From an optimization exercise on the open Yosys and OpenROAD flow, aimed at small area; shortcuts taken in it are not production practice. RTL that was checked went through simulation tests only; none was proved equivalent to the original. The clock port is modelled as an ideal driver, which makes a skipped or thinned clock tree look cheaper than it is; a real chip needs a root buffer or a tree. Power figures rest on the tool's default switching activity, not on a simulated workload.

## main
Design top2, start of the top module:
module top2(
    input        clk,
    input        rst_n,
    input        echo2,
    output       trig2,
    output       led0,
    output [9:0] hz
);
    wire       last, phase_end;
    wire [8:0] dis;
    wire [8:0] disp;
    reg        wait1, wait2;
    hc_sr042 HC_SR04_inst(
        .clk(clk), .rst_n(rst_n), .echo2(echo2),
        .trig2(trig2), .last(last), .dis(dis));
    bcd2 bin_bcd_inst(
        .clk(clk), .rst_n(rst_n), .phase_end(phase_end));
    always @(posedge clk or negedge rst_n)
        if (!rst_n) begin
            wait1 <= 1'b0;
            wait2 <= 1'b0;
        end else begin
            if (last)           wait1 <= 1'b1;
            else if (phase_end) wait1 <= 1'b0;
            if (phase_end)      wait2 <= wait1;
        end
    smg2 x7seg_msg_inst(
        .clk(clk), .rst_n(rst_n), .dis(dis), .load(phase_end & wait2),
        .disp(disp), .led0(led0));
    assign hz = {1'b0, disp};
endmodule
Size: roughly 200 cells after synthesis.
==> module hc_sr042, before the edit <==
module hc_sr042 #(
    parameter [21:0] S0   = 22'h337507,
    parameter [21:0] S1   = 22'h26ea0e,
    parameter [21:0] S601 = 22'h2431c5,
    parameter [21:0] STM2 = 22'h1cdd41
) (
    input            clk,
    input            rst_n,
    input            echo2,
    output reg       trig2,
    output reg       last,       
    output reg [8:0] dis
);
    reg [21:0] s;
    reg [23:0] acc;
    always @(posedge clk or negedge rst_n)
        if (!rst_n) s <= S0;
        else        s <= {s[20:0], s[21] ^ s[20] ^ last};
    always @(posedge clk or negedge rst_n)
        if (!rst_n) begin
            last  <= 1'b0;
            trig2 <= 1'b0;
        end else begin
            last  <= (s == STM2);
            trig2 <= (s == S1) | (trig2 & (s != S601));
        end
    wire [24:0] cy;
    wire [23:0] sum;
    assign sum[0] = acc[0] ^ echo2;
    assign cy[1]  = acc[0] & echo2;
    assign sum[1] = acc[1] ^ echo2 ^ cy[1];
    assign cy[2]  = (acc[1] & echo2) | (cy[1] & (acc[1] ^ echo2));
    assign sum[2] = acc[2] ^ cy[2];
    assign cy[3]  = acc[2] & cy[2];
    assign sum[3] = acc[3] ^ echo2 ^ cy[3];
    assign cy[4]  = (acc[3] & echo2) | (cy[3] & (acc[3] ^ echo2));
    genvar i;
    generate for (i = 4; i < 24; i = i + 1) begin : inc
        assign sum[i]  = acc[i] ^ cy[i];
        assign cy[i+1] = acc[i] & cy[i];
    end endgenerate
    always @(posedge clk or negedge rst_n)
        if (!rst_n)              acc <= 24'd0;
        else if (!echo2 && last) acc <= 24'd0;
        else                     acc <= sum;
    wire [8:0] d    = acc[23:15];
    wire       ge   = d[8] & d[7] & (d[6] | d[5] | d[4]);    
    wire [8:0] fold = ge ? {2'b00, d[6:4] - 3'd1, d[3:0]} : d;
    always @(posedge clk or negedge rst_n)
        if (!rst_n)           dis <= 9'd0;
        else if (s == STM2)   dis <= fold;
endmodule
Settings: LEC_CHECK=0, CAP_MARGIN=20, CORE_MARGIN=2, CORE_UTILIZATION=65, SLEW_MARGIN=20; clock period 10.0 ns.
standard.sh (not shown) runs the stock make flow with config.mk's settings and CLKGATE_MAP_FILE= SYNTH_SCRIPT=/design/flow/synth_recipe.tcl, a recipe that flattens the netlist after the stock synthesis.
==> flow/flow/run.sh <==
#!/bin/bash
# Standard ORFS layout with: combinational cells downsized after synthesis
# (the flow's repair sizes up what timing needs), synthesis buffers removed,
# minimum-size port buffers, and a few clock buffers (flow/pre_cts.tcl) in place of the CTS
# H-tree. Logs: standard.log here and ORFS's per-step logs under orfs/logs.
set -uo pipefail
F=$(pwd)/flow
bash standard.sh \
  "PRE_FLOORPLAN_TCL=$F/pre_floorplan.tcl" \
  REMOVE_ABC_BUFFERS=1 \
  "BUFFER_PORTS_ARGS=-buffer_cell sky130_fd_sc_hd__buf_1" \
  "PRE_CTS_TCL=$F/pre_cts.tcl" \
  CLK_LEAF_BUF=${CLK_LEAF_BUF:-sky130_fd_sc_hd__clkbuf_8} CLK_NCLUSTERS=${CLK_NCLUSTERS:-4} \
  finish > standard.log 2>&1
Other scripts of this flow, unchanged in this note and not shown: flow/flow/pre_cts.tcl, flow/flow/pre_floorplan.tcl
main finished end to end and its layout was clean on timing, DRC and antenna.
Input-level comparison between the feature branch and main:
diff --git a/flow/design.v b/flow/design.v
--- a/flow/design.v
+++ b/flow/design.v
@@ -47,7 +47,6 @@
     wire       ge   = d[8] & d[7] & (d[6] | d[5] | d[4]);    
     wire [8:0] fold = ge ? {2'b00, d[6:4] - 3'd1, d[3:0]} : d;
-    always @(posedge clk or negedge rst_n)
-        if (!rst_n)           dis <= 9'd0;
-        else if (s == STM2)   dis <= fold;
+    always @(posedge clk)
+        if (s == STM2) dis <= fold;
 endmodule
 module bcd2(
## What came out
Power: the feature branch > main
Sort main and the feature branch by proportion of total power due to net switching desc -> top: the feature branch
| worst-case headroom to the max-slew limit | the feature branch vs main | 6.6 points higher |
Route | the feature branch vs main | wire longer in the feature branch
The met1 track demand over resource in the feature branch was higher than what main gave.
The feature branch vs main: share of the clock period used by the worst path after layout up
Number of filler instances in the final layout (main / the feature branch): 1.09
For the clock network fraction of total power, the feature branch came in 0.3 points higher than main did.
Going from main to the feature branch, worst setup slack before clock tree synthesis shrinks by 78 ps.
Function not checked in the feature branch: the RTL went through the layout flow alone. In every run of this note, the design's own scripts or RTL, not TritonCTS, make the clock network.

==> afterwards: timing with drivers on the ports <==
The flow's constraints put no driver on any port. The routed layouts listed below were extracted and timed again, unchanged, in two steps.
Step 1: set_driving_cell puts a clkbuf_16 on clk and a buf_2 on each other input, an assumption about the parent block.
Step 2 moves the port delays by t, midway between the first and last clock arrival at a register: inputs arrive t later, outputs are due t later. That takes back most of the time a late clock gives input paths.
a / b / c = ideal / step 1 / step 2; a / b = the first two.
run	shift t [ns]	setup slack, ns	worst register clock-pin slew, ns	cell pins on the clock port's net
main	0.210	3.039 / 3.073 / 2.863	0.10 / 0.10	4
the feature branch	0.219	2.933 / 2.967 / 2.748	0.12 / 0.12	4
After both steps every run listed still meets setup and hold. For the feature branch, which loses most, drivers alone change the setup slack by +0.034 ns; drivers and shift together by -0.185 ns.
